Source: an optimization exercise on an open RTL-to-GDS flow (aim: small area). Production flows keep margins and buffers that such runs may drop. Only simulation tests tie the RTL to the original design; equivalence was not proved. Power figures rest on the tool's default switching activity, not on a simulated workload.

==> flow/design.v (outline; a module is shown in full before it is edited, if it fits) <==
// module decoder: 13 lines
// module hm_nand2: 3 lines
// module hm_nor2: 3 lines
// module hm_xor2: 3 lines
// module hm_xnor2: 3 lines
// module hm_a21oi: 3 lines
// module hm_o21ai: 3 lines
// module hm_inv: 3 lines
// module hm_mux2i: 3 lines
// module hm_a22o: 3 lines
// module hm_nor2b: 3 lines
// module hm_a2bb2o: 3 lines
// module ARITHMATIC_UNIT: 37 lines
// module ARITH_ARRAY: 2449 lines
// module Logic_Unit: 20 lines
// module CMP_Unit: 24 lines
// module Shift_Unit: 21 lines
// module ALU_TOP: 23 lines
module ALU_TOP #(parameter width = 16)(
    input [width - 1:0] A,
    input [width - 1:0] B,
    input [3:0] ALU_FUN,
    input clk,rst,
    output  [width - 1:0] Arith_OUT,
    output  Carry_OUT,
    output  Arith_Flag,
    output  [width - 1:0] Logic_OUT,
    output  Logic_Flag,
    output  [width - 1:0] CMP_OUT,
    output  CMP_Flag,
    output  [width - 1:0] Shift_OUT,
    output  Shift_Flag
    );
  // ...
==> flow/flow/run.sh <==
#!/bin/bash
# Own layout flow: the standard flow (standard.sh) with two changes:
#  - synthesis uses flow/my_synth.tcl, which is synth_recipe.tcl plus one step that
#    maps the hm_* gate modules of ARITH_ARRAY onto the matching sky130 cells
#    (flow/hm_map.v) before Yosys's synth, so ABC keeps the array's carry chains;
#  - BUFFER_PORTS_ARGS (if set below) picks the port buffer cell.
# Each tool's full output goes to the ORFS logs under orfs/logs/, and the make
# output to flow_make.log in this folder.
set -euo pipefail
HERE=$(pwd)
export HM_MAP=$HERE/flow/hm_map.v
sed "s#SYNTH_SCRIPT=[^ ]*#SYNTH_SCRIPT=$HERE/flow/my_synth.tcl#" standard.sh > my_standard.sh
grep -q "SYNTH_SCRIPT=$HERE/flow/my_synth.tcl" my_standard.sh
ARGS=()
if [ -f flow/buffer_ports_args ]; then ARGS+=("BUFFER_PORTS_ARGS=$(cat flow/buffer_ports_args)"); fi
bash my_standard.sh "${ARGS[@]}" finish > flow_make.log 2>&1
==> flow/flow/buffer_ports_args <==
-buffer_cell sky130_fd_sc_hd__buf_1
==> flow/flow/hm_map.v <==
module hm_nand2 (A, B, Y);
  input A, B;
  output Y;
  sky130_fd_sc_hd__nand2_1 _TECHMAP_REPLACE_ (.A(A), .B(B), .Y(Y));
endmodule

module hm_nor2 (A, B, Y);
  input A, B;
  output Y;
  sky130_fd_sc_hd__nor2_1 _TECHMAP_REPLACE_ (.A(A), .B(B), .Y(Y));
endmodule

module hm_xor2 (A, B, X);
  input A, B;
  output X;
  sky130_fd_sc_hd__xor2_1 _TECHMAP_REPLACE_ (.A(A), .B(B), .X(X));
endmodule

module hm_xnor2 (A, B, Y);
  input A, B;
  output Y;
  sky130_fd_sc_hd__xnor2_1 _TECHMAP_REPLACE_ (.A(A), .B(B), .Y(Y));
endmodule

module hm_a21oi (A1, A2, B1, Y);
  input A1, A2, B1;
  output Y;
  sky130_fd_sc_hd__a21oi_1 _TECHMAP_REPLACE_ (.A1(A1), .A2(A2), .B1(B1), .Y(Y));
endmodule

module hm_o21ai (A1, A2, B1, Y);
  input A1, A2, B1;
  output Y;
  sky130_fd_sc_hd__o21ai_1 _TECHMAP_REPLACE_ (.A1(A1), .A2(A2), .B1(B1), .Y(Y));
endmodule

module hm_inv (A, Y);
  input A;
  output Y;
  sky130_fd_sc_hd__inv_1 _TECHMAP_REPLACE_ (.A(A), .Y(Y));
endmodule

module hm_mux2i (A0, A1, S, Y);
  input A0, A1, S;
  output Y;
  sky130_fd_sc_hd__mux2i_1 _TECHMAP_REPLACE_ (.A0(A0), .A1(A1), .S(S), .Y(Y));
endmodule

module hm_a22o (A1, A2, B1, B2, X);
  input A1, A2, B1, B2;
  output X;
  sky130_fd_sc_hd__a22o_1 _TECHMAP_REPLACE_ (.A1(A1), .A2(A2), .B1(B1), .B2(B2), .X(X));
endmodule

module hm_nor2b (A, B_N, Y);
  input A, B_N;
  output Y;
  sky130_fd_sc_hd__nor2b_1 _TECHMAP_REPLACE_ (.A(A), .B_N(B_N), .Y(Y));
endmodule

module hm_a2bb2o (A1_N, A2_N, B1, B2, X);
  input A1_N, A2_N, B1, B2;
  output X;
  sky130_fd_sc_hd__a2bb2o_1 _TECHMAP_REPLACE_ (.A1_N(A1_N), .A2_N(A2_N), .B1(B1), .B2(B2), .X(X));
endmodule
==> flow/flow/my_synth.tcl <==
# Standard synthesis (synth_recipe.tcl) with one extra step: before Yosys's synth
# command, the small gate modules hm_* of ARITH_ARRAY are replaced by the
# matching sky130 cells (flow/hm_map.v), so that ABC keeps the array's structure.
set ::hm_done 0
proc synth {args} {
  if {!$::hm_done} {
    set ::hm_done 1
    yosys techmap -map $::env(HM_MAP)
  }
  yosys synth -nofsm -noshare {*}$args
}
source $::env(SCRIPTS_DIR)/synth.tcl
# left out here: clear keep_hierarchy, flatten, clean up, hide names made inside functions, write 1_2_yosys.v
==> flow/standard.sh <==
#!/bin/bash
# synth_recipe.tcl (not shown) runs the flow's synth.tcl, then flattens the netlist and writes it again
# the make line also repeats each setting of config.mk as NAME=value (left out here)
make -C /OpenROAD-flow-scripts/flow DESIGN_CONFIG=/design/flow/config.mk WORK_HOME=/design/flow/orfs CLKGATE_MAP_FILE= SYNTH_SCRIPT=/design/flow/synth_recipe.tcl "${@:-finish}"
==> flow/config.mk <==
export PLATFORM = sky130hd
export DESIGN_NAME = ALU_TOP
export DESIGN_NICKNAME = ALU_TOP
export VERILOG_FILES = /design/flow/design.v
export SDC_FILE = /design/flow/constraint.sdc
export NUM_CORES = 4
export LEC_CHECK = 0
export CAP_MARGIN = 20
export CORE_MARGIN = 2
export CORE_UTILIZATION = 40
export CTS_BUF_LIST = sky130_fd_sc_hd__clkbuf_4 sky130_fd_sc_hd__clkbuf_8
export PLACE_DENSITY = 0.85
export SETUP_SLACK_MARGIN = -0.5
export SLEW_MARGIN = 20
==> flow/constraint.sdc <==
create_clock -name core_clock -period 33.0 [get_ports {clk}]
set_input_delay 6.6000 -clock core_clock [delete_from_list [all_inputs] [get_ports {clk}]]
set_output_delay 6.6000 -clock core_clock [all_outputs]
set_load 0.01 [all_outputs]
==> metrics.csv, run 1 <==
stage,metric,value,unit
status,status,timing/DRC/antenna clean,
place,place_ws,-0.365,ns
critical_path,critPathBufInv,7,
layout,area_growth,12.2,%
grt,gr-total-overflow,0,
clock_tree,cts_tree,done,
grt,top_usage_layer,met2,
layout,final_cell_area,11100,um2
sta,whs,6.38,ns
clock_tree,cts-root-buf,clkbuf_8,
critical_path,arrival,31.41,ns
grt,grt_use_met2,40.0,%
layout,final_cells,1988,
pwr,pg_seq,76.4,uW
pwr,p_leak,0.00488,uW
pwr,max-vdd-ir-drop,40.3,uV
routing,vias_per_cell,5.63,
critical_path,worstPathRequired,33.22,ns
grt,grt_pass1_wl,51100,um
layout,clk_share,1.04,%
layout,fin_nets,1703,
synthesis,synthAdderAreaFrac,2.07,%
die,floorplan.initialDensity,40.6,%
critical_path,slowest_delay,0.36,ns
layout,regArea,1380,um2
critical_path,cpMaxStageDelayCell,nor3_2,
routing,ant_nets,0,
synthesis,yosys_warnings,5,
==> module ARITHMATIC_UNIT, before the edit <==
module ARITHMATIC_UNIT #(parameter width = 16)(
    input [width - 1:0] A,
    input [width - 1:0] B,
    input [3:0] ALU_FUN,
    input clk,rst,
    input Arith_Enable,
    output reg [width - 1:0] Arith_OUT,
    output reg Carry_OUT,
    output reg Arith_Flag,
    output A_lt_B,
    output A_eq_B
    );
    wire div = ALU_FUN[1] & ALU_FUN[0];
    wire mul = ALU_FUN[1] & ~ALU_FUN[0];
    wire as0 = ~ALU_FUN[1] | ALU_FUN[3];
    wire mul0 = mul & ~ALU_FUN[3];
    wire sub = ALU_FUN[0] | ALU_FUN[3];
    wire [15:0] AD;    
    wire [16:0] P;
    wire ena_div = Arith_Enable & div;
    wire ena_nd = Arith_Enable & ~div;
    ARITH_ARRAY arr (.A(A), .B(B), .div(div), .mul(mul), .as0(as0), .mul0(mul0), .sub(sub),
                     .ena_div(ena_div), .ena_div_n(~ena_div), .ena_nd(ena_nd), .AD(AD), .P(P),
                     .eqo(A_eq_B), .lto(A_lt_B));
    always@(posedge clk or negedge rst) begin
        if (!rst) begin
            Arith_OUT <= 0;
            Arith_Flag <= 0;
            Carry_OUT <= 0;
        end
        else begin
            Arith_Flag <= Arith_Enable;
            Arith_OUT <= AD;
            Carry_OUT <= ena_nd & P[16];
        end
    end
endmodule
==> module CMP_Unit, before the edit <==
module CMP_Unit #(parameter width = 16)(
    input [1:0] ALU_FUN,
    input A_lt_B,
    input A_eq_B,
    input clk,rst,
    input CMP_Enable,
    output [width - 1:0] CMP_OUT,
    output reg CMP_Flag
    );
reg [1:0] cmp;
wire A_gt_B = ~A_lt_B & ~A_eq_B;
assign CMP_OUT = {{(width-2){1'b0}}, cmp};
always@(posedge clk or negedge rst) begin
        if (!rst) begin
            cmp <= 0;
            CMP_Flag <= 0;
        end
        else begin
            CMP_Flag <= CMP_Enable;
            cmp[0] <= CMP_Enable & ((ALU_FUN == 2'b01 & A_eq_B) | (ALU_FUN == 2'b11 & A_lt_B));
            cmp[1] <= CMP_Enable & ((ALU_FUN == 2'b10 & A_gt_B) | (ALU_FUN == 2'b11 & A_lt_B));
        end
    end
endmodule
==> module ALU_TOP, before the edit <==
module ALU_TOP #(parameter width = 16)(
    input [width - 1:0] A,
    input [width - 1:0] B,
    input [3:0] ALU_FUN,
    input clk,rst,
    output  [width - 1:0] Arith_OUT,
    output  Carry_OUT,
    output  Arith_Flag,
    output  [width - 1:0] Logic_OUT,
    output  Logic_Flag,
    output  [width - 1:0] CMP_OUT,
    output  CMP_Flag,
    output  [width - 1:0] Shift_OUT,
    output  Shift_Flag
    );
wire [3:0] enables;
wire A_lt_B, A_eq_B;
decoder d0 (ALU_FUN[3:2],enables);
ARITHMATIC_UNIT #(width) d1 (A,B,ALU_FUN,clk,rst,enables[3],Arith_OUT,Carry_OUT,Arith_Flag,A_lt_B,A_eq_B);
Logic_Unit #(width) d2 (A,B,ALU_FUN[1:0],clk,rst,enables[2],Logic_OUT,Logic_Flag);
CMP_Unit #(width) d3 (ALU_FUN[1:0],A_lt_B,A_eq_B,clk,rst,enables[1],CMP_OUT,CMP_Flag);
Shift_Unit #(width) d4 (A,B,ALU_FUN[1:0],clk,rst,enables[0],Shift_OUT,Shift_Flag);
endmodule
==> inputs of run 2 (changes only) <==
--- a/flow/design.v
+++ b/flow/design.v
@@ -50,48 +50,53 @@
     input [width - 1:0] A,
     input [width - 1:0] B,
     input [3:0] ALU_FUN,
     input clk,rst,
     input Arith_Enable,
     output reg [width - 1:0] Arith_OUT,
     output reg Carry_OUT,
     output reg Arith_Flag,
-    output A_lt_B,
+    input cm0_d0, cm0_d1, cm1_d0, cm1_d1,
+    output cmp0_d, cmp1_d,
     output A_eq_B
     );
     wire div = ALU_FUN[1] & ALU_FUN[0];
     wire mul = ALU_FUN[1] & ~ALU_FUN[0];
     wire as0 = ~ALU_FUN[1] | ALU_FUN[3];
     wire mul0 = mul & ~ALU_FUN[3];
     wire sub = ALU_FUN[0] | ALU_FUN[3];
     wire [15:0] AD;    
     wire [16:0] P;
+    wire carry_d;      
     wire ena_div = Arith_Enable & div;
     wire ena_nd = Arith_Enable & ~div;
     ARITH_ARRAY arr (.A(A), .B(B), .div(div), .mul(mul), .as0(as0), .mul0(mul0), .sub(sub),
                      .ena_div(ena_div), .ena_div_n(~ena_div), .ena_nd(ena_nd), .AD(AD), .P(P),
-                     .eqo(A_eq_B), .lto(A_lt_B));
+                     .cm0_d0(cm0_d0), .cm0_d1(cm0_d1), .cm1_d0(cm1_d0), .cm1_d1(cm1_d1),
+                     .carry_d(carry_d), .cmp0_d(cmp0_d), .cmp1_d(cmp1_d), .eqo(A_eq_B));
     always@(posedge clk or negedge rst) begin
         if (!rst) begin
             Arith_OUT <= 0;
             Arith_Flag <= 0;
             Carry_OUT <= 0;
         end
         else begin
             Arith_Flag <= Arith_Enable;
             Arith_OUT <= AD;
-            Carry_OUT <= ena_nd & P[16];
+            Carry_OUT <= carry_d;
         end
     end
 endmodule
 module ARITH_ARRAY (
     input [15:0] A, input [15:0] B, input div, input mul, input as0, input mul0, input sub,
     input ena_div, input ena_div_n, input ena_nd,
-    output [15:0] AD, output [16:0] P, output eqo, output lto);
+    input cm0_d0, input cm0_d1, input cm1_d0, input cm1_d1,
+    output carry_d, output cmp0_d, output cmp1_d,
+    output [15:0] AD, output [16:0] P, output eqo);
   wire muln = ~mul;
   wire v0 = div & ~B[0];
   wire [15:0] An = ~A;
   wire x0_0 = A[0] & ~mul0;
   wire y0_0 = mul0 ? (A[0] & B[0]) : (B[0] ^ sub);
   wire y0n_0 = ~y0_0;
   wire y0_1 = mul0 ? (A[1] & B[0]) : (B[1] ^ sub);
   wire y0n_1 = ~y0_1;
@@ -2505,35 +2510,44 @@
   hm_xor2 u1114 (.A(y0n_12), .B(r0_c12), .X(r0_t12));
   hm_xnor2 u1115 (.A(r0_x12), .B(r0_t12), .Y(r0_R12));
   hm_xor2 u1116 (.A(y0n_13), .B(r0_c13), .X(r0_t13));
   hm_xnor2 u1117 (.A(r0_x13), .B(r0_t13), .Y(r0_R13));
   hm_xor2 u1118 (.A(y0n_14), .B(r0_c14), .X(r0_t14));
   hm_xnor2 u1119 (.A(r0_x14), .B(r0_t14), .Y(r0_R14));
   hm_xnor2 u1120 (.A(y0n_15), .B(r0_c15), .Y(r0_t15));
   hm_xnor2 u1121 (.A(r0_x15), .B(r0_t15), .Y(r0_R15));
-  wire r0_R16 = (as0 ? sub : r1_R15) ^ ~r0_c16;
-  hm_a2bb2o u1122 (.A1_N(r0_c16), .A2_N(ena_div_n), .B1(ena_nd), .B2(r0_R0), .X(ad_0));
-  hm_a2bb2o u1123 (.A1_N(r1_seln), .A2_N(ena_div_n), .B1(ena_nd), .B2(r0_R1), .X(ad_1));
-  hm_a2bb2o u1124 (.A1_N(r2_seln), .A2_N(ena_div_n), .B1(ena_nd), .B2(r0_R2), .X(ad_2));
-  hm_a22o u1125 (.A1(ena_div), .A2(r3_sel), .B1(ena_nd), .B2(r0_R3), .X(ad_3));
-  hm_a2bb2o u1126 (.A1_N(r4_seln), .A2_N(ena_div_n), .B1(ena_nd), .B2(r0_R4), .X(ad_4));
-  hm_a22o u1127 (.A1(ena_div), .A2(r5_sel), .B1(ena_nd), .B2(r0_R5), .X(ad_5));
-  hm_a22o u1128 (.A1(ena_div), .A2(r6_sel), .B1(ena_nd), .B2(r0_R6), .X(ad_6));
-  hm_a2bb2o u1129 (.A1_N(r7_seln), .A2_N(ena_div_n), .B1(ena_nd), .B2(r0_R7), .X(ad_7));
-  hm_a22o u1130 (.A1(ena_div), .A2(r8_sel), .B1(ena_nd), .B2(r0_R8), .X(ad_8));
-  hm_a22o u1131 (.A1(ena_div), .A2(r9_sel), .B1(ena_nd), .B2(r0_R9), .X(ad_9));
-  hm_a22o u1132 (.A1(ena_div), .A2(r10_sel), .B1(ena_nd), .B2(r0_R10), .X(ad_10));
-  hm_a2bb2o u1133 (.A1_N(r11_seln), .A2_N(ena_div_n), .B1(ena_nd), .B2(r0_R11), .X(ad_11));
-  hm_a22o u1134 (.A1(ena_div), .A2(r12_sel), .B1(ena_nd), .B2(r0_R12), .X(ad_12));
-  hm_a2bb2o u1135 (.A1_N(r13_seln), .A2_N(ena_div_n), .B1(ena_nd), .B2(r0_R13), .X(ad_13));
-  hm_a22o u1136 (.A1(ena_div), .A2(r14_sel), .B1(ena_nd), .B2(r0_R14), .X(ad_14));
-  hm_a2bb2o u1137 (.A1_N(r15_seln), .A2_N(ena_div_n), .B1(ena_nd), .B2(r0_R15), .X(ad_15));
+  wire x16 = (as0 ? sub : r1_R15);
+  wire r0_R16 = x16 ^ ~r0_c16;
+  wire cy_d0n = ~(ena_nd & x16);
+  wire cy_d1n = ~(ena_nd & ~x16);
+  wire cm0_d0n = ~cm0_d0;
+  wire cm0_d1n = ~cm0_d1;
+  wire cm1_d0n = ~cm1_d0;
+  wire cm1_d1n = ~cm1_d1;
+  hm_mux2i u1122 (.A0(cy_d1n), .A1(cy_d0n), .S(r0_c16), .Y(carry_d));
+  hm_mux2i u1123 (.A0(cm0_d1n), .A1(cm0_d0n), .S(r0_c16), .Y(cmp0_d));
+  hm_mux2i u1124 (.A0(cm1_d1n), .A1(cm1_d0n), .S(r0_c16), .Y(cmp1_d));
+  hm_a2bb2o u1125 (.A1_N(r0_c16), .A2_N(ena_div_n), .B1(ena_nd), .B2(r0_R0), .X(ad_0));
+  hm_a2bb2o u1126 (.A1_N(r1_seln), .A2_N(ena_div_n), .B1(ena_nd), .B2(r0_R1), .X(ad_1));
+  hm_a2bb2o u1127 (.A1_N(r2_seln), .A2_N(ena_div_n), .B1(ena_nd), .B2(r0_R2), .X(ad_2));
+  hm_a22o u1128 (.A1(ena_div), .A2(r3_sel), .B1(ena_nd), .B2(r0_R3), .X(ad_3));
+  hm_a2bb2o u1129 (.A1_N(r4_seln), .A2_N(ena_div_n), .B1(ena_nd), .B2(r0_R4), .X(ad_4));
+  hm_a22o u1130 (.A1(ena_div), .A2(r5_sel), .B1(ena_nd), .B2(r0_R5), .X(ad_5));
+  hm_a22o u1131 (.A1(ena_div), .A2(r6_sel), .B1(ena_nd), .B2(r0_R6), .X(ad_6));
+  hm_a2bb2o u1132 (.A1_N(r7_seln), .A2_N(ena_div_n), .B1(ena_nd), .B2(r0_R7), .X(ad_7));
+  hm_a22o u1133 (.A1(ena_div), .A2(r8_sel), .B1(ena_nd), .B2(r0_R8), .X(ad_8));
+  hm_a22o u1134 (.A1(ena_div), .A2(r9_sel), .B1(ena_nd), .B2(r0_R9), .X(ad_9));
+  hm_a22o u1135 (.A1(ena_div), .A2(r10_sel), .B1(ena_nd), .B2(r0_R10), .X(ad_10));
+  hm_a2bb2o u1136 (.A1_N(r11_seln), .A2_N(ena_div_n), .B1(ena_nd), .B2(r0_R11), .X(ad_11));
+  hm_a22o u1137 (.A1(ena_div), .A2(r12_sel), .B1(ena_nd), .B2(r0_R12), .X(ad_12));
+  hm_a2bb2o u1138 (.A1_N(r13_seln), .A2_N(ena_div_n), .B1(ena_nd), .B2(r0_R13), .X(ad_13));
+  hm_a22o u1139 (.A1(ena_div), .A2(r14_sel), .B1(ena_nd), .B2(r0_R14), .X(ad_14));
+  hm_a2bb2o u1140 (.A1_N(r15_seln), .A2_N(ena_div_n), .B1(ena_nd), .B2(r0_R15), .X(ad_15));
   assign eqo = (x0_0 ^ y0_0) & h0_1 & h0_2 & h0_3 & h0_4 & h0_5 & h0_6 & h0_7 & h0_8 & h0_9 & h0_10 & h0_11 & h0_12 & h0_13 & h0_14 & h0_15;
-  assign lto = r0_c16;
   assign AD = {ad_15, ad_14, ad_13, ad_12, ad_11, ad_10, ad_9, ad_8, ad_7, ad_6, ad_5, ad_4, ad_3, ad_2, ad_1, ad_0};
   assign P = {r0_R16, r0_R15, r0_R14, r0_R13, r0_R12, r0_R11, r0_R10, r0_R9, r0_R8, r0_R7, r0_R6, r0_R5, r0_R4, r0_R3, r0_R2, r0_R1, r0_R0};
 endmodule
 `timescale 1ns / 1ps
 module Logic_Unit #(parameter width = 16)(
     input [width - 1:0] A,
     input [width - 1:0] B,
     input [1:0] ALU_FUN,
@@ -2551,35 +2565,39 @@
             Logic_Flag <= Logic_Enable;
             Logic_OUT <= {width{Logic_Enable}} & ((ALU_FUN[0] ? (A | B) : (A & B)) ^ {width{ALU_FUN[1]}});
         end
     end
 endmodule
 `timescale 1ns / 1ps
 module CMP_Unit #(parameter width = 16)(
     input [1:0] ALU_FUN,
-    input A_lt_B,
     input A_eq_B,
+    input cmp0_d, cmp1_d,
     input clk,rst,
     input CMP_Enable,
     output [width - 1:0] CMP_OUT,
-    output reg CMP_Flag
+    output reg CMP_Flag,
+    output cm0_d0, cm0_d1, cm1_d0, cm1_d1
     );
 reg [1:0] cmp;
-wire A_gt_B = ~A_lt_B & ~A_eq_B;
 assign CMP_OUT = {{(width-2){1'b0}}, cmp};
+assign cm0_d0 = CMP_Enable & ((ALU_FUN == 2'b01 & A_eq_B) | ALU_FUN == 2'b11);
+assign cm0_d1 = CMP_Enable & (ALU_FUN == 2'b01 & A_eq_B);
+assign cm1_d0 = CMP_Enable & (ALU_FUN == 2'b11);
+assign cm1_d1 = CMP_Enable & (ALU_FUN == 2'b10 & ~A_eq_B);
 always@(posedge clk or negedge rst) begin
         if (!rst) begin
             cmp <= 0;
             CMP_Flag <= 0;
         end
         else begin
             CMP_Flag <= CMP_Enable;
-            cmp[0] <= CMP_Enable & ((ALU_FUN == 2'b01 & A_eq_B) | (ALU_FUN == 2'b11 & A_lt_B));
-            cmp[1] <= CMP_Enable & ((ALU_FUN == 2'b10 & A_gt_B) | (ALU_FUN == 2'b11 & A_lt_B));
+            cmp[0] <= cmp0_d;
+            cmp[1] <= cmp1_d;
         end
     end
 endmodule
 `timescale 1ns / 1ps
 module Shift_Unit #(parameter width = 16)(
     input [width - 1:0] A,
     input [width - 1:0] B,
     input [1:0] ALU_FUN,
@@ -2612,15 +2630,17 @@
     output  [width - 1:0] Logic_OUT,
     output  Logic_Flag,
     output  [width - 1:0] CMP_OUT,
     output  CMP_Flag,
     output  [width - 1:0] Shift_OUT,
     output  Shift_Flag
     );
 wire [3:0] enables;
-wire A_lt_B, A_eq_B;
+wire A_eq_B, cmp0_d, cmp1_d, cm0_d0, cm0_d1, cm1_d0, cm1_d1;
 decoder d0 (ALU_FUN[3:2],enables);
-ARITHMATIC_UNIT #(width) d1 (A,B,ALU_FUN,clk,rst,enables[3],Arith_OUT,Carry_OUT,Arith_Flag,A_lt_B,A_eq_B);
+ARITHMATIC_UNIT #(width) d1 (A,B,ALU_FUN,clk,rst,enables[3],Arith_OUT,Carry_OUT,Arith_Flag,
+                             cm0_d0,cm0_d1,cm1_d0,cm1_d1,cmp0_d,cmp1_d,A_eq_B);
 Logic_Unit #(width) d2 (A,B,ALU_FUN[1:0],clk,rst,enables[2],Logic_OUT,Logic_Flag);
-CMP_Unit #(width) d3 (ALU_FUN[1:0],A_lt_B,A_eq_B,clk,rst,enables[1],CMP_OUT,CMP_Flag);
+CMP_Unit #(width) d3 (ALU_FUN[1:0],A_eq_B,cmp0_d,cmp1_d,clk,rst,enables[1],CMP_OUT,CMP_Flag,
+                      cm0_d0,cm0_d1,cm1_d0,cm1_d1);
 Shift_Unit #(width) d4 (A,B,ALU_FUN[1:0],clk,rst,enables[0],Shift_OUT,Shift_Flag);
 endmodule
--- a/flow/config.mk
+++ b/flow/config.mk
@@ -5,10 +5,10 @@
 export SDC_FILE = /design/flow/constraint.sdc
 export NUM_CORES = 4
 export LEC_CHECK = 0
 export CAP_MARGIN = 20
 export CORE_MARGIN = 2
 export CORE_UTILIZATION = 40
 export CTS_BUF_LIST = sky130_fd_sc_hd__clkbuf_4 sky130_fd_sc_hd__clkbuf_8
 export PLACE_DENSITY = 0.85
-export SETUP_SLACK_MARGIN = -0.5
+export SETUP_SLACK_MARGIN = -0.8
 export SLEW_MARGIN = 20
==> metrics.csv, run 2 <==
stage,metric,value,unit,change
routing,wire_per_inst,16.4,um,about the same
status,status,timing/DRC/antenna clean,,unchanged
synthesis,synth_commonest_cells,"nand2_1, nor2_1, xnor2_1",,unchanged
die,core,24200,um2,unchanged
layout,nFillCells,2421,,"was 2,335"
routing,first_pass_iters,6,,unchanged
sta,finalCritPeriodShare,95.1,%,was 94.5%
critical_path,worstPathMaxFanout,14,,was 11
critical_path,slowest_delay,0.47,ns,was 0.36 ns
place,portBuffers,92,,unchanged
synthesis,async_reset_ff_share,100,%,unchanged
routing,drt_iter0_markers,1218,,"was 1,214"
sta,finalCriticalPeriod,31.39,ns,was 31.19 ns
synthesis,synth_area,9850,um2,about the same
grt,grt_pass1_wl,50500,um,"was 51,100 um"
job,maxCapViolations,0,,unchanged
place,gp_congestion,1.00,,about the same
die,ios,107,,unchanged
routing,drc,0,,unchanged
synthesis,yosys_most_used_dff,dfrtp_1,,unchanged
layout,fin_nets,1706,,"was 1,703"
clock_tree,htree_levels,2,,unchanged
layout,n_antenna_cell,0,,unchanged
layout,finish.utilization,45.1,%,was 45.6%
pwr,pwr_density_cell,67.2,nW/um2,was 66.5 nW/um2
synthesis,synth_top_area_share,15.0,%,about the same
clock_tree,cts_tree,done,,unchanged
synthesis,synth_largest_area_cell,xnor2_1,,unchanged
synthesis,yosys_warnings,5,,unchanged
routing,vias_per_cell,5.59,,was 5.63
pwr,p_leak,0.00478,uW,was 0.00488 uW
routing,ant_nets,0,,unchanged
layout,area_growth,11.0,%,was 12.2%
synthesis,ys_seq_elements,55,,unchanged
die,num_rows,57,,unchanged
layout,mostFrequentLayoutCell,nand2_1,,unchanged
clock_tree,cts-root-buf,clkbuf_8,,unchanged
sta,drv_slew,0,,unchanged
sta,finalSetupViolations,0,,unchanged
critical_path,worstPathRequired,33.21,ns,was 33.22 ns
grt,gr-total-overflow,0,,unchanged
synthesis,synth_edf_count,0,,unchanged
synthesis,synth.area.top_cells,"xnor2_1, dfrtp_1, nand2_1",,unchanged
sta,whs,6.38,ns,about the same
synthesis,synth_seq_area_share,14.0,%,about the same
clock_tree,ctsHoldBuffers,0,,unchanged
synthesis,syn-mean-instance-area,6.32,um2,about the same
sta,fmax,31.9,MHz,was 32.1 MHz
die,dieWidth,161,um,about the same
routing,drt_wl_total,32700,um,about the same
clock_tree,path_clk_slew,0.11,ns,about the same
layout,drive_above_1_share,6.78,%,was 8.41%
critical_path,start_kind,primary input,,unchanged
clock_tree,numCtsBuffers,5,,unchanged
grt,grt_max_degree,63,,unchanged
sta,finalHoldViolCount,0,,unchanged
grt,grt_pass1_vias,10100,,"was 10,400"
synthesis,synth.most_common_cell,nand2_1,,unchanged
critical_path,cpMostUsedCell,o21ai_1,,
sta,worst_pin_slew,1.04,ns,was 1.10 ns
die,die_h,161,um,about the same
layout,final_cell_mix,"nand2_1, nor2_1, xnor2_1, xor2_1, a21oi_1",,"was nand2_1, nor2_1, xnor2_1, a21oi_1, xor2_1"
grt,grt.total_usage,24.2,%,about the same
clock_tree,cts.path.max_buffers,2,,unchanged
routing,num_vias,11100,,"was 11,200"
clock_tree,cts.sinks,55,,unchanged
critical_path,arrival,31.60,ns,was 31.41 ns
die,floorplan.initialDensity,40.6,%,about the same
synthesis,netlist_instances,1558,,"was 1,560"
layout,top_regs,"d1.Arith_OUT: 16 flops, d2.Logic_OUT: 16 flops, d4.Shift_OUT: 16 flops",,unchanged
pwr,max-vdd-ir-drop,50.1,uV,was 40.3 uV
die,die_area,25900,um2,about the same
place,hpwl,24800,um,"was 24,400 um"
worst_hold_path,hold_class,primary input to asynchronous set/reset pin,,unchanged
synthesis,synth_cell_type_count,48,,was 52
critical_path,cpMaxStageDelayCell,o21ai_2,,was nor3_2
sta,max_slew_margin,30.4,%,was 26.8%
critical_path,crit_type,primary input to register,,unchanged
critical_path,endpoint_kind,register,,unchanged
grt,antenna_found_initial,0,,unchanged
pwr,fin_total_pwr,735,uW,about the same
run 2: changes by cell type after synthesis, sizes merged, moves of 2 or more:
| cell | before | now |
|---|---|---|
| buf | 40 | 38 |
| inv | 80 | 78 |
| mux2i | 18 | 22 |
| nand2 | 341 | 344 |
| nand3 | 12 | 10 |
| nand3b | 0 | 2 |
| nand4 | 4 | 6 |
| nor3 | 7 | 4 |
| nor4 | 1 | 4 |
run 2: report_power, final:
group | internal [uW] | total, uW | switching [uW]
clock network | 15.7 | 41.9 | 26.2
registers | 74.1 | 76.2 | 2.07
logic | 240 | 617 | 377
run 2: stage by stage:
step / cell area (um2) / worst slack (ns) / TNS, ns / std cells
global route: 10900 / -0.885 / -10.57 / 1991
CTS: 10700 / -0.473 / -2.77 / 1981
finish: 10900 / 1.61 / 0 / 1991
detailed placement: 10600 / -0.936 / -9.02 / 1973
floorplan: 9890 / 2.66 / 0 / 1571
global placement: 10600 / 0.145 / 0 / 1973
run 2: worst max-delay path, delay by kind of cell:
kind	cells	cell delay, ns
muxes	1	0.21
AOI/OAI and AO/OA	78	14.65
and+or+nand+nor	35	4.63
xor gates and xnor gates	17	4.50
buffers and inverters	6	0.99
run 2: timing repair:
action / in CTS / in global routing
buffers inserted: 0 / 10
gates resized for setup: 1 / 32
cloned: 0 / 0
setup endpoints to repair: 1 / 19
pin swaps: 0 / 2
endpoints found under the hold margin: 0 / 0
run 2: area by class of cell:
cell class / instances / area [um2] / share of cell area [%]
clock buffers: 5 / 68.8 / 0.630
clock inverters: 3 / 27.5 / 0.252
inverters: 78 / 293 / 2.68
multi-input cells: 1390 / 8080 / 73.9
flip-flops and latches: 55 / 1380 / 12.6
well taps: 324 / 405 / 3.71
repair buffers: 136 / 679 / 6.22
run 2: routing by layer:
metal,vias to the layer above,wire length (um),share of wire (%),global-route usage (%)
met5,-,0,0,0
met4,0,2200,6.7,15.3
met3,158,3360,10,2.74
met2,655,14400,44,39.0
met1,5064,12700,39,30.9
li1,5260,-,-,-
run 2: logic make-up (layout without fill, tap and decap cells):
group	Yosys count	count (layout)	synth area share, %
AOI/OAI and AO/OA	302	302	16.9
xor gates and xnor gates	300	300	26.7
buffers and inverters	126	222	6.14
muxes	34	34	4.87
adders and majority gates	18	18	1.96
other	1	14	0.0381
and+or+nand+nor	722	722	29.5
DFF	55	55	14.0
run 2: final timing paths:
kind                             from               end
max in group asynchronous         rst  d1.Arith_OUT[10]
min in group core_clock    ALU_FUN[3]       d3.CMP_Flag
setup / recovery                 B[7]  d1.Arith_OUT[15]
hold / removal                    rst  d1.Arith_OUT[15]
==> inputs of run 3 (changes only) <==
--- a/flow/config.mk
+++ b/flow/config.mk
@@ -10,5 +10,5 @@
 export CORE_UTILIZATION = 40
 export CTS_BUF_LIST = sky130_fd_sc_hd__clkbuf_4 sky130_fd_sc_hd__clkbuf_8
 export PLACE_DENSITY = 0.85
-export SETUP_SLACK_MARGIN = -0.8
+export SETUP_SLACK_MARGIN = -0.5
 export SLEW_MARGIN = 20
==> metrics.csv, run 3 <==
stage,metric,value,unit,change
synthesis,synth_commonest_cells,"nand2_1, nor2_1, xnor2_1",,unchanged
synthesis,netlist_instances,1558,,unchanged
pwr,fin_total_pwr,735,uW,about the same
clock_tree,path_clk_slew,0.11,ns,about the same
die,num_rows,57,,unchanged
synthesis,synth_area,9850,um2,unchanged
grt,antenna_found_initial,0,,unchanged
pwr,max-vdd-ir-drop,49.8,uV,was 50.1 uV
clock_tree,cts_tree,done,,unchanged
sta,fmax,32.2,MHz,was 31.9 MHz
sta,final.setup.worst_slack,1.93,ns,was 1.61 ns
clock_tree,cts-root-buf,clkbuf_8,,unchanged
grt,grt_max_degree,63,,unchanged
clock_tree,ctsHoldBuffers,0,,unchanged
grt,grt.total_usage,24.2,%,unchanged
synthesis,synth.most_common_cell,nand2_1,,unchanged
sta,finalCritPeriodShare,94.1,%,was 95.1%
routing,num_vias,11200,,"was 11,100"
critical_path,crit_type,primary input to register,,unchanged
job,maxCapViolations,0,,unchanged
routing,drt_wl_total,32800,um,"was 32,700 um"
layout,mostFrequentLayoutCell,nand2_1,,unchanged
critical_path,cpMaxStageDelayCell,xnor2_1,,was o21ai_2
critical_path,slowest_delay,0.39,ns,was 0.47 ns
place,gp_congestion,1.00,,unchanged
die,dieWidth,161,um,unchanged
sta,max_slew_margin,30.8,%,was 30.4%
synthesis,synth_largest_area_cell,xnor2_1,,unchanged
die,die_area,25900,um2,unchanged
sta,whs,6.38,ns,about the same
layout,final_cell_mix,"nand2_1, nor2_1, xnor2_1, xor2_1, a21oi_1",,unchanged
layout,nFillCells,2419,,"was 2,421"
synthesis,synth_edf_count,0,,unchanged
routing,ant_nets,0,,unchanged
layout,n_antenna_cell,0,,unchanged
worst_hold_path,hold_class,primary input to asynchronous set/reset pin,,unchanged
routing,first_pass_iters,6,,unchanged
critical_path,endpoint_kind,register,,unchanged
place,portBuffers,92,,unchanged
sta,drv_slew,0,,unchanged
synthesis,synth_cell_type_count,48,,unchanged
routing,drt_iter0_markers,1276,,"was 1,218"
layout,top_regs,"d1.Arith_OUT: 16 flops, d2.Logic_OUT: 16 flops, d4.Shift_OUT: 16 flops",,unchanged
place,place_ws,-0.936,ns,unchanged
critical_path,cpMostUsedCell,o21ai_1,,unchanged
routing,drc,0,,unchanged
die,floorplan.initialDensity,40.6,%,unchanged
synthesis,yosys_warnings,5,,unchanged
layout,drive_above_1_share,7.08,%,was 6.78%
pwr,pwr_density_cell,67.1,nW/um2,was 67.2 nW/um2
grt,gr-total-overflow,0,,unchanged
place,hpwl,24800,um,unchanged
critical_path,start_kind,primary input,,unchanged
clock_tree,htree_levels,2,,unchanged
sta,finalSetupViolations,0,,unchanged
clock_tree,cts.path.max_buffers,2,,unchanged
routing,wire_per_inst,16.5,um,was 16.4 um
critical_path,worstPathMaxFanout,14,,unchanged
synthesis,synth.area.top_cells,"xnor2_1, dfrtp_1, nand2_1",,unchanged
clock_tree,numCtsBuffers,5,,unchanged
status,status,timing/DRC/antenna clean,,unchanged
grt,grt_pass1_wl,50500,um,unchanged
synthesis,yosys_most_used_dff,dfrtp_1,,unchanged
die,core,24200,um2,unchanged
layout,area_growth,11.3,%,was 11.0%
synthesis,synth_seq_area_share,14.0,%,unchanged
clock_tree,cts.sinks,55,,unchanged
sta,worst_pin_slew,1.04,ns,about the same
critical_path,worstPathRequired,33.22,ns,was 33.21 ns
critical_path,arrival,31.28,ns,was 31.60 ns
synthesis,async_reset_ff_share,100,%,unchanged
synthesis,syn-mean-instance-area,6.32,um2,unchanged
die,die_h,161,um,unchanged
routing,vias_per_cell,5.61,,was 5.59
sta,finalCriticalPeriod,31.07,ns,was 31.39 ns
grt,grt_pass1_vias,10100,,unchanged
synthesis,synth_top_area_share,15.0,%,unchanged
die,ios,107,,unchanged
synthesis,ys_seq_elements,55,,unchanged
sta,finalHoldViolCount,0,,unchanged
layout,fin_nets,1706,,unchanged
pwr,p_leak,0.00479,uW,was 0.00478 uW
[run 3: what timing repair did]
| item | in CTS | in global routing |
|---|---|---|
| pin swaps | 0 | 2 |
| endpoints found under the setup margin | 8 | 19 |
| gates resized for setup | 1 | 38 |
| buffers inserted | 0 | 10 |
[run 3: area by class of cell]
class | count | area (um2) | share of cell area (%)
multi-input cells | 1390 | 8110 | 74.0
flip-flops and latches | 55 | 1380 | 12.6
repair buffers | 136 | 679 | 6.20
well taps | 324 | 405 | 3.70
inverters | 78 | 293 | 2.67
clock buffers | 5 | 68.8 | 0.628
clock inverters | 3 | 27.5 | 0.251
[run 3: path summary, 6_finish.rpt]
path                       cells past startpoint  startpoint          endpoint
setup / recovery                             137        B[7]  d1.Arith_OUT[15]
hold / removal                                 2         rst  d1.Arith_OUT[15]
min in group core_clock                        2  ALU_FUN[2]     d1.Arith_Flag
max in group asynchronous                      2         rst  d1.Arith_OUT[10]
[run 3: layer usage]
layer  part of all wire, %  vias to the layer above  global-route usage (%)
met3                    10                      146                    2.74
met5                     0                        -                       0
met1                    39                     5117                    30.9
met2                    44                      655                    39.0
met4                   6.7                        0                    15.3
li1                      -                     5254                       -
[run 3: stage by stage]
stage / area, um2 / TNS, ns / std cells / utilization, %
after floorplan: 9890 / 0 / 1571 / -
after global placement: 10600 / 0 / 1973 / 43.7
after detailed placement: 10600 / -9.02 / 1973 / 43.7
after CTS: 10700 / -2.77 / 1981 / 44.1
after global routing: 11000 / -5.22 / 1991 / 45.2
final: 11000 / 0 / 1991 / 45.2
[run 3: kinds of logic (layout without fill, tap and decap cells)]
kind of cell,Yosys count,count (layout),synth area share [%]
AOI/OAI and AO/OA,302,302,16.9
xor gates and xnor gates,300,300,26.7
adders and majority gates,18,18,1.96
buffers and inverters,126,222,6.14
DFF,55,55,14.0
muxes,34,34,4.87
other,1,14,0.0381
and+or+nand+nor,722,722,29.5
[run 3: report_power, final]
part | internal (uW) | leakage (uW) | switching, uW
Clock | 15.7 | 0.0000463 | 26.2
Sequential | 74.1 | 0.000740 | 2.06
Combinational | 240 | 0.00400 | 377
Total | 330 | 0.00479 | 405
[run 3: critical path, delay by kind of cell]
family	cells	cell delay, ns
compound gates	78	14.30
mux	1	0.21
xor+xnor	17	4.47
buf+inv	6	0.97
simple gates	35	4.64
==> inputs of run 4 (changes only) <==
--- a/flow/config.mk
+++ b/flow/config.mk
@@ -10,5 +10,5 @@
 export CORE_UTILIZATION = 40
 export CTS_BUF_LIST = sky130_fd_sc_hd__clkbuf_4 sky130_fd_sc_hd__clkbuf_8
 export PLACE_DENSITY = 0.85
-export SETUP_SLACK_MARGIN = -0.5
+export SETUP_SLACK_MARGIN = -1.3
 export SLEW_MARGIN = 20
==> metrics.csv, run 4 <==
stage,metric,value,unit,change
layout,final_cells,1990,,"was 1,991"
die,num_rows,57,,unchanged
layout,final_cell_mix,"nand2_1, nor2_1, xnor2_1, xor2_1, a21oi_1",,unchanged
synthesis,async_reset_ff_share,100,%,unchanged
sta,fmax,31.6,MHz,was 32.2 MHz
sta,whs,6.38,ns,about the same
grt,grt_pass1_wl,50600,um,"was 50,500 um"
synthesis,synth_largest_area_cell,xnor2_1,,unchanged
pwr,fin_total_pwr,726,uW,was 735 uW
clock_tree,cts.path.max_buffers,2,,unchanged
layout,n_antenna_cell,0,,unchanged
status,status,timing/DRC/antenna clean,,unchanged
grt,grt.total_usage,24.2,%,about the same
grt,grt_max_degree,63,,unchanged
grt,gr-total-overflow,0,,unchanged
synthesis,synth_edf_count,0,,unchanged
grt,antenna_found_initial,0,,unchanged
job,maxCapViolations,0,,unchanged
synthesis,synth.most_common_cell,nand2_1,,unchanged
critical_path,slowest_delay,0.39,ns,about the same
worst_hold_path,hold_class,primary input to asynchronous set/reset pin,,unchanged
sta,finalCriticalPeriod,31.67,ns,was 31.07 ns
synthesis,synth_top_area_share,15.0,%,unchanged
clock_tree,cts-root-buf,clkbuf_8,,unchanged
pwr,max-vdd-ir-drop,47.8,uV,was 49.8 uV
die,ios,107,,unchanged
sta,finalSetupViolations,0,,unchanged
place,hpwl,24800,um,unchanged
die,core,24200,um2,unchanged
layout,area_growth,10.6,%,was 11.3%
sta,drv_slew,0,,unchanged
pwr,p_leak,0.00476,uW,was 0.00479 uW
critical_path,crit_family,compound AO/OA/AOI/OAI gates,,unchanged
synthesis,synthAdderAreaFrac,1.96,%,unchanged
critical_path,crit_type,primary input to register,,unchanged
die,die_h,161,um,unchanged
synthesis,synth_area,9850,um2,unchanged
clock_tree,htree_levels,2,,unchanged
synthesis,synth_commonest_cells,"nand2_1, nor2_1, xnor2_1",,unchanged
synthesis,ys_seq_elements,55,,unchanged
synthesis,synth_seq_area_share,14.0,%,unchanged
clock_tree,path_clk_slew,0.11,ns,about the same
synthesis,yosys_warnings,5,,unchanged
routing,ant_nets,0,,unchanged
place,gp_congestion,1.00,,unchanged
routing,wire_per_inst,16.3,um,was 16.5 um
sta,max_slew_margin,30.1,%,was 30.8%
clock_tree,ctsHoldBuffers,0,,unchanged
clock_tree,cts.sinks,55,,unchanged
sta,finalCritPeriodShare,96.0,%,was 94.1%
layout,finish.utilization,44.9,%,was 45.2%
synthesis,synth_cell_type_count,48,,unchanged
routing,drt_iter0_markers,1157,,"was 1,276"
place,dp_cells,1973,,unchanged
layout,drive_above_1_share,6.30,%,was 7.08%
layout,fin_nets,1705,,"was 1,706"
place,portBuffers,92,,unchanged
critical_path,worstPathRequired,33.22,ns,about the same
synthesis,netlist_instances,1558,,unchanged
critical_path,cpMaxStageDelayCell,xnor2_1,,unchanged
grt,grt_pass1_vias,10100,,about the same
critical_path,critPathBufInv,6,,unchanged
sta,worst_pin_slew,1.05,ns,was 1.04 ns
layout,top_regs,"d1.Arith_OUT: 16 flops, d2.Logic_OUT: 16 flops, d4.Shift_OUT: 16 flops",,unchanged
critical_path,startpoint,B[7],,unchanged
critical_path,endpoint_kind,register,,unchanged
routing,num_vias,11100,,"was 11,200"
routing,first_pass_iters,6,,unchanged
sta,fin_setup_tns,0,ns,unchanged
routing,drc,0,,unchanged
die,dieWidth,161,um,unchanged
synthesis,synth_compound_area_share,16.9,%,unchanged
pwr,pwr_density_cell,66.7,nW/um2,was 67.1 nW/um2
synthesis,synth_top_family_by_area,simple AND/OR/NAND/NOR gates,,unchanged
critical_path,arrival,31.89,ns,was 31.28 ns
die,floorplan.initialDensity,40.6,%,unchanged
critical_path,start_kind,primary input,,unchanged
sta,finalHoldViolCount,0,,unchanged
clock_tree,cts_tree,done,,unchanged
die,die_area,25900,um2,unchanged
synthesis,synth-xor-area-share,26.7,%,unchanged
synthesis,yosys_most_used_dff,dfrtp_1,,unchanged
clock_tree,numCtsBuffers,5,,unchanged
layout,mostFrequentLayoutCell,nand2_1,,unchanged
routing,drt_wl_total,32500,um,"was 32,800 um"
synthesis,synth.area.top_cells,"xnor2_1, dfrtp_1, nand2_1",,unchanged
synthesis,syn-mean-instance-area,6.32,um2,unchanged
routing,vias_per_cell,5.58,,was 5.61
synthesis,synth_simple_gate_area_share,29.5,%,unchanged
synthesis,synth_mux_area_share,4.87,%,unchanged
critical_path,worstPathMaxFanout,14,,unchanged
run 4: final timing paths:
path / end / slack, ns / cells past startpoint
max: d1.Arith_OUT[15] / 1.33 / 137
min: d1.Arith_OUT[15] / 6.38 / 2
max in group asynchronous: d1.Arith_OUT[10] / 26.17 / 2
min in group core_clock: d1.Arith_Flag / 6.74 / 2
run 4: per-layer routing:
layer  up-vias  GRT usage (%)  share of wire [%]
met5         -              0                  0
met4         0           15.3                7.1
met3       164           2.74                9.8
met2       618           39.0                 44
met1      5068           30.9                 39
li1       5258              -                  -
run 4: where the power goes:
group / internal [uW] / switching [uW] / total, uW
combinational: 237 / 371 / 608
sequential: 74.1 / 2.06 / 76.2
clock: 15.7 / 26.2 / 41.9
total: 327 / 400 / 726
run 4: cells by family after synthesis:
family,count (synthesis)
mux,34
flops,55
other cells,1
simple gates,722
fa+ha+maj,18
buf+inv,126
xor+xnor,300
compound gates,302
run 4: final cells by class:
type	count	area [um2]
Inverter	78	293
Clock buffer	5	68.8
Timing Repair Buffer	135	672
Multi-Input combinational cell	1390	8040
Fill cell	2427	13400
Clock inverter	3	27.5
Sequential cell	55	1380
Tap cell	324	405
run 4: timing repair:
item                       in CTS  in global routing
gates resized for setup         0                 25
setup buffers                   0                  9
setup endpoints to repair       0                 19
run 4: per-stage QoR:
| step | area [um2] | setup WS [ns] |
|---|---|---|
| final | 10900 | 1.33 |
| after global routing | 10900 | -1.36 |
| after CTS | 10700 | -0.834 |
| after detailed placement | 10600 | -0.936 |
| after global placement | 10600 | 0.145 |
| after floorplan | 9890 | 2.66 |
==> inputs of run 5 (changes only) <==
--- a/flow/config.mk
+++ b/flow/config.mk
@@ -5,10 +5,10 @@
 export SDC_FILE = /design/flow/constraint.sdc
 export NUM_CORES = 4
 export LEC_CHECK = 0
-export CAP_MARGIN = 20
+export CAP_MARGIN = 10
 export CORE_MARGIN = 2
 export CORE_UTILIZATION = 40
 export CTS_BUF_LIST = sky130_fd_sc_hd__clkbuf_4 sky130_fd_sc_hd__clkbuf_8
 export PLACE_DENSITY = 0.85
 export SETUP_SLACK_MARGIN = -1.3
-export SLEW_MARGIN = 20
+export SLEW_MARGIN = 10
==> metrics.csv, run 5 <==
stage,metric,value,unit,change
clock_tree,numCtsBuffers,5,,unchanged
layout,final_cell_area,10900,um2,unchanged
die,core,24200,um2,unchanged
synthesis,async_reset_ff_share,100,%,unchanged
layout,area_growth,10.6,%,unchanged
synthesis,synth_seq_area_share,14.0,%,unchanged
clock_tree,htree_levels,2,,unchanged
worst_hold_path,hold_class,primary input to asynchronous set/reset pin,,unchanged
layout,multi_input_area,8040,um2,unchanged
critical_path,slowest_delay,0.39,ns,about the same
pwr,p_clk_share,5.8,%,about the same
status,status,timing/DRC/antenna clean,,unchanged
critical_path,worstPathMaxFanout,14,,unchanged
layout,regArea,1380,um2,unchanged
layout,top_regs,"d1.Arith_OUT: 16 flops, d2.Logic_OUT: 16 flops, d4.Shift_OUT: 16 flops",,unchanged
synthesis,netlist_instances,1558,,unchanged
sta,worst_pin_slew,1.05,ns,unchanged
synthesis,synth.most_common_cell,nand2_1,,unchanged
clock_tree,cts.sinks,55,,unchanged
die,floorplan.initialDensity,40.6,%,unchanged
grt,grt_pass1_vias,10100,,unchanged
routing,drt_iter0_markers,1157,,unchanged
grt,grt_max_degree,63,,unchanged
clock_tree,cts-root-buf,clkbuf_8,,unchanged
sta,finalSetupViolations,0,,unchanged
pwr,combPwrFrac,83.7,%,about the same
synthesis,yosys_most_used_dff,dfrtp_1,,unchanged
die,num_rows,57,,unchanged
sta,fmax,31.6,MHz,unchanged
pwr,p_sw,400,uW,unchanged
critical_path,worstPathRequired,33.22,ns,about the same
critical_path,start_kind,primary input,,unchanged
place,place_ws,-0.936,ns,unchanged
sta,max_slew_margin,30.1,%,unchanged
routing,wire_per_inst,16.3,um,unchanged
job,maxCapViolations,0,,unchanged
synthesis,synth_top_area_share,15.0,%,unchanged
die,ios,107,,unchanged
routing,first_pass_iters,6,,unchanged
place,portBuffers,92,,unchanged
synthesis,yosys_warnings,5,,unchanged
critical_path,arrival,31.89,ns,about the same
grt,grt_pass1_wl,50600,um,unchanged
sta,drv_slew,0,,unchanged
layout,mostFrequentLayoutCell,nand2_1,,unchanged
synthesis,synth_edf_count,0,,unchanged
synthesis,synth_cell_type_count,48,,unchanged
clock_tree,ctsHoldBuffers,0,,unchanged
routing,ant_nets,0,,unchanged
grt,antenna_found_initial,0,,unchanged
synthesis,synth_commonest_cells,"nand2_1, nor2_1, xnor2_1",,unchanged
sta,finalHoldViolCount,0,,unchanged
sta,whs,6.38,ns,unchanged
critical_path,endpoint_kind,register,,unchanged
sta,fin_setup_tns,0,ns,unchanged
critical_path,crit_type,primary input to register,,unchanged
sta,final.setup.worst_slack,1.33,ns,unchanged
layout,n_antenna_cell,0,,unchanged
synthesis,synth_area,9850,um2,unchanged
layout,final_cell_mix,"nand2_1, nor2_1, xnor2_1, xor2_1, a21oi_1",,unchanged
layout,nFillCells,2427,,unchanged
routing,vias_per_cell,5.58,,unchanged
grt,gr-total-overflow,0,,unchanged
pwr,max-vdd-ir-drop,47.8,uV,unchanged
die,die_h,161,um,unchanged
die,die_area,25900,um2,unchanged
synthesis,syn-mean-instance-area,6.32,um2,unchanged
routing,drc,0,,unchanged
place,placed_cell_area,10600,um2,unchanged
layout,finish.utilization,44.9,%,unchanged
pwr,p_seq_share,10.5,%,about the same
clock_tree,cts.path.max_buffers,2,,unchanged
place,hpwl,24800,um,unchanged
synthesis,synth.area.top_cells,"xnor2_1, dfrtp_1, nand2_1",,unchanged
critical_path,cpMaxStageDelayCell,xnor2_1,,unchanged
clock_tree,path_clk_slew,0.11,ns,about the same
die,dieWidth,161,um,unchanged
synthesis,synth_largest_area_cell,xnor2_1,,unchanged
layout,drive_above_1_share,6.30,%,unchanged
pwr,p_leak,0.00476,uW,unchanged
sta,finalCritPeriodShare,96.0,%,unchanged
pwr,swShare,55.0,%,unchanged
place,gp_congestion,1.00,,unchanged
routing,drt_wl_total,32500,um,unchanged
routing,num_vias,11100,,unchanged
sta,finalCriticalPeriod,31.67,ns,unchanged
pwr,p_int,327,uW,unchanged
clock_tree,cts_tree,done,,unchanged
layout,fin_nets,1705,,unchanged
synthesis,ys_seq_elements,55,,unchanged
grt,grt.total_usage,24.2,%,unchanged
pwr,pwr_density_cell,66.7,nW/um2,unchanged
-- run 5: cell counts after synthesis --
No cell type changed its count.
-- run 5: worst max-delay path, delay by kind of cell --
family                 cells  cell delay (ns)
XOR/XNOR                  17             4.60
AO/OA/AOI/OAI             78            14.91
multiplexers               1             0.21
AND/OR/NAND/NOR           35             4.54
buffers and inverters      6             0.97
-- run 5: area by class of cell --
class	instances	share of cell area, %
tap	324	3.72
timing repair buffer	135	6.17
clock inverter	3	0.253
sequential	55	12.6
inverter	78	2.69
multi-input combinational	1390	73.9
clock buffer	5	0.632
-- run 5: power groups by stage --
stage	clock network, uW	registers [uW]	logic (uW)
2_1_floorplan	0	81.1	446
3_3_place_gp	0	77.5	567
3_5_place_dp	0	77.6	573
4_1_cts	42.5	76.3	576
5_1_grt	46.5	76.7	662
6_report	41.9	76.2	608
-- run 5: metal layers --
metal | global-route usage [%] | wire length, um | vias to the layer above
li1 | - | - | 5258
met2 | 39.0 | 14300 | 618
met3 | 2.74 | 3180 | 164
met1 | 30.9 | 12700 | 5068
met5 | 0 | 0 | -
met4 | 15.3 | 2300 | 0
-- run 5: kinds of logic (layout without fill, tap and decap cells) --
kind of cell,count (synthesis),in the layout,synth area share [%]
DFF,55,55,14.0
buffers and inverters,126,221,6.14
other,1,14,0.0381
AOI/OAI and AO/OA,302,302,16.9
muxes,34,34,4.87
adders and majority gates,18,18,1.96
xor gates and xnor gates,300,300,26.7
and+or+nand+nor,722,722,29.5
-- run 5: stage by stage --
stage	total power, uW	cells
after floorplan	527	1571
after global placement	645	1973
after detailed placement	651	1973
after CTS	695	1981
after global routing	785	1990
final	726	1990
-- run 5: worst max path at each step --
stage	cells after the start	end	from	slack [ns]
after global placement	136	d1.Arith_OUT[0]	B[7]	0.14
after CTS	135	d1.Arith_OUT[0]	B[7]	-0.83
after detailed placement	135	d1.Arith_OUT[0]	B[7]	-0.94
final	137	d1.Arith_OUT[15]	B[7]	1.33
after global routing	139	d1.Arith_OUT[14]	B[7]	-1.36
after floorplan	134	d1.Arith_OUT[0]	ALU_FUN[0]	2.66
-- run 5: timing repair --
| item | 4_1_cts | 5_1_grt |
|---|---|---|
| endpoints found under the setup margin | 0 | 19 |
| gates resized for setup | 0 | 26 |
| setup buffers | 0 | 9 |
==> inputs of run 6 (changes only) <==
==> flow/config.mk (replaced) <==
export PLATFORM = sky130hd
export DESIGN_NAME = ALU_TOP
export DESIGN_NICKNAME = ALU_TOP
export VERILOG_FILES = /design/flow/design.v
export SDC_FILE = /design/flow/constraint.sdc
export NUM_CORES = 4
export LEC_CHECK = 0
export CAP_MARGIN = 20
export CORE_MARGIN = 2
export CORE_UTILIZATION = 40
export CTS_BUF_LIST = sky130_fd_sc_hd__clkbuf_4 sky130_fd_sc_hd__clkbuf_8
export PLACE_DENSITY = 0.85
export SETUP_SLACK_MARGIN = -1.6
export SLEW_MARGIN = 20
==> metrics.csv, run 6 <==
stage,metric,value,unit,change
clock_tree,numCtsBuffers,5,,unchanged
die,num_rows,57,,unchanged
synthesis,syn-mean-instance-area,6.32,um2,unchanged
sta,fmax,31.2,MHz,was 31.6 MHz
routing,wire_per_inst,16.3,um,about the same
job,maxCapViolations,0,,unchanged
layout,n_antenna_cell,0,,unchanged
grt,grt_pass1_vias,10100,,unchanged
clock_tree,cts-root-buf,clkbuf_8,,unchanged
synthesis,yosys_warnings,5,,unchanged
pwr,max-vdd-ir-drop,47.7,uV,was 47.8 uV
routing,drt_wl_total,32400,um,"was 32,500 um"
layout,regArea,1380,um2,unchanged
grt,gr-total-overflow,0,,unchanged
layout,nFillCells,2427,,unchanged
critical_path,cpMaxStageDelayCell,nor4_2,,was xnor2_1
layout,fin_nets,1705,,unchanged
die,floorplan.initialDensity,40.6,%,unchanged
layout,final_cell_mix,"nand2_1, nor2_1, xnor2_1, xor2_1, a21oi_1",,unchanged
layout,final_cell_area,10900,um2,about the same
clock_tree,cts_tree,done,,unchanged
place,hpwl,24800,um,unchanged
layout,multi_input_area,8020,um2,was 8040 um2
clock_tree,htree_levels,2,,unchanged
place,gp_congestion,1.00,,unchanged
routing,num_vias,11100,,about the same
pwr,pwr_density_cell,66.7,nW/um2,about the same
routing,first_pass_iters,6,,unchanged
clock_tree,ctsHoldBuffers,0,,unchanged
synthesis,synth_commonest_cells,"nand2_1, nor2_1, xnor2_1",,unchanged
critical_path,worstPathRequired,33.22,ns,about the same
routing,ant_nets,0,,unchanged
clock_tree,cts.path.max_buffers,2,,unchanged
sta,worst_pin_slew,1.06,ns,was 1.05 ns
synthesis,synth_seq_area_share,14.0,%,unchanged
clock_tree,cts.sinks,55,,unchanged
layout,drive_above_1_share,6.06,%,was 6.30%
sta,max_slew_margin,29.5,%,was 30.1%
die,ios,107,,unchanged
synthesis,yosys_most_used_dff,dfrtp_1,,unchanged
die,die_h,161,um,unchanged
critical_path,slowest_delay,0.36,ns,was 0.39 ns
synthesis,async_reset_ff_share,100,%,unchanged
sta,finalCritPeriodShare,97.0,%,was 96.0%
critical_path,start_kind,primary input,,unchanged
critical_path,startpoint,B[7],,unchanged
layout,top_regs,"d1.Arith_OUT: 16 flops, d2.Logic_OUT: 16 flops, d4.Shift_OUT: 16 flops",,unchanged
critical_path,arrival,32.22,ns,was 31.89 ns
grt,grt.total_usage,24.2,%,unchanged
critical_path,cpMostUsedCell,a21oi_1,,
clock_tree,path_clk_slew,0.11,ns,about the same
grt,grt_pass1_wl,50600,um,unchanged
synthesis,synth.area.top_cells,"xnor2_1, dfrtp_1, nand2_1",,unchanged
sta,drv_slew,0,,unchanged
layout,mostFrequentLayoutCell,nand2_1,,unchanged
synthesis,netlist_instances,1558,,unchanged
synthesis,synth_top_area_share,15.0,%,unchanged
layout,finish.utilization,44.8,%,was 44.9%
die,die_area,25900,um2,unchanged
die,dieWidth,161,um,unchanged
grt,antenna_found_initial,0,,unchanged
synthesis,synth.most_common_cell,nand2_1,,unchanged
synthesis,synth_edf_count,0,,unchanged
grt,grt_max_degree,63,,unchanged
critical_path,endpoint_kind,register,,unchanged
pwr,p_leak,0.00475,uW,was 0.00476 uW
routing,drt_iter0_markers,1137,,"was 1,157"
synthesis,synth_cell_type_count,48,,unchanged
sta,finalSetupViolations,0,,unchanged
critical_path,crit_type,primary input to register,,unchanged
place,portBuffers,92,,unchanged
synthesis,synth_area,9850,um2,unchanged
critical_path,endpoint,d1.Arith_OUT[15],,unchanged
sta,whs,6.38,ns,about the same
worst_hold_path,hold_class,primary input to asynchronous set/reset pin,,unchanged
sta,finalHoldViolCount,0,,unchanged
synthesis,ys_seq_elements,55,,unchanged
status,status,timing/DRC/antenna clean,,unchanged
sta,finalCriticalPeriod,32.00,ns,was 31.67 ns
critical_path,worstPathMaxFanout,14,,unchanged
die,core,24200,um2,unchanged
routing,vias_per_cell,5.57,,was 5.58
layout,area_growth,10.3,%,was 10.6%
routing,drc,0,,unchanged
synthesis,synth_largest_area_cell,xnor2_1,,unchanged
place,placed_cell_area,10600,um2,unchanged
## run 6: what timing repair did
action,in CTS,in global routing
buffers inserted,0,9
endpoints found under the setup margin,0,19
resized for setup,0,20
## run 6: cell type report
class | count | share of cell area (%)
inverter | 78 | 2.70
sequential | 55 | 12.7
timing repair buffer | 135 | 6.19
multi-input combinational | 1390 | 73.8
tap | 324 | 3.73
clock buffer | 5 | 0.634
clock inverter | 3 | 0.253
## run 6: per-stage QoR
stage | total power (uW) | cells | setup TNS, ns | setup WS, ns
after floorplan | 527 | 1571 | 0 | 2.66
after global placement | 645 | 1973 | 0 | 0.145
after detailed placement | 651 | 1973 | -9.02 | -0.936
after CTS | 695 | 1981 | -7.52 | -0.834
after global routing | 783 | 1990 | -25.26 | -1.72
final | 725 | 1990 | 0 | 0.995
## run 6: power by group
group          total (uW)  switching, uW  leakage (uW)  internal, uW
combinational         607            371       0.00397           236
sequential           76.2           2.04      0.000740          74.1
clock                42.0           26.3     0.0000463          15.7
total                 725            399       0.00475           326
## run 6: worst max-delay path: cells and delay by family
| family | cells | cell delay, ns |
|---|---|---|
| AOI/OAI and AO/OA | 78 | 15.18 |
| buffers and inverters | 6 | 0.98 |
| xor gates and xnor gates | 17 | 4.59 |
| and+or+nand+nor | 35 | 4.56 |
| muxes | 1 | 0.22 |
## run 6: layer usage
| layer | part of all wire (%) | up-vias | wire (um) | GRT usage, % |
|---|---|---|---|---|
| met5 | 0 | - | 0 | 0 |
| met4 | 7.0 | 0 | 2280 | 15.3 |
| met3 | 10 | 156 | 3250 | 2.74 |
| met2 | 44 | 626 | 14200 | 39.0 |
| met1 | 39 | 5056 | 12600 | 30.9 |
| li1 | - | 5251 | - | - |
## run 6: worst min path at each step
stage | depth (start not counted) | end | slack, ns | start
2_1_floorplan | 0 | d1.Arith_Flag | 6.30 | rst
3_3_place_gp | 2 | d4.Shift_OUT[0] | 6.76 | rst
3_5_place_dp | 2 | d2.Logic_OUT[1] | 6.77 | rst
4_1_cts | 2 | d1.Arith_OUT[15] | 6.41 | rst
5_1_grt | 2 | d3.cmp[1] | 6.45 | rst
6_report | 2 | d1.Arith_OUT[15] | 6.38 | rst
## run 6: cell families after synthesis
| kind of cell | after synthesis | synth area share [%] |
|---|---|---|
| AOI/OAI and AO/OA | 302 | 16.9 |
| DFF | 55 | 14.0 |
| muxes | 34 | 4.87 |
| adders and majority gates | 18 | 1.96 |
| and+or+nand+nor | 722 | 29.5 |
| other | 1 | 0.0381 |
| buffers and inverters | 126 | 6.14 |
| xor gates and xnor gates | 300 | 26.7 |

## afterwards: timing with drivers on the ports
No port has a modelled driver above. Below, the same layouts with a new extraction and two added sets of constraints.
Step 1 sets driving cells, clkbuf_16 on the clock port and buf_2 on the other inputs (assumed; they add their load-dependent delay and slew).
Step 2 moves the port delays by t, midway between the first and last clock arrival at a register: inputs arrive t later, outputs are due t later. That takes back most of the time a late clock gives input paths.
a / b / c = no drivers / after step 1 / after step 2; a / b = the first two.
run	shift t [ns]	setup slack, ns	hold slack, ns
run 1	0.352	1.814 / 1.826 / 1.474	6.383 / 6.378 / 6.730
run 2	0.367	1.609 / 1.630 / 1.263	6.383 / 6.363 / 6.730
run 3	0.367	1.935 / 1.955 / 1.588	6.382 / 6.362 / 6.729
run 4	0.368	1.327 / 1.348 / 0.980	6.381 / 6.361 / 6.729
run 5	0.368	1.327 / 1.348 / 0.980	6.381 / 6.361 / 6.729
run 6	0.369	0.995 / 1.016 / 0.647	6.383 / 6.363 / 6.732
After both steps every run listed still meets setup and hold. The setup slack of run 6, which loses most, moves by +0.021 ns with the drivers and by -0.348 ns with both steps.
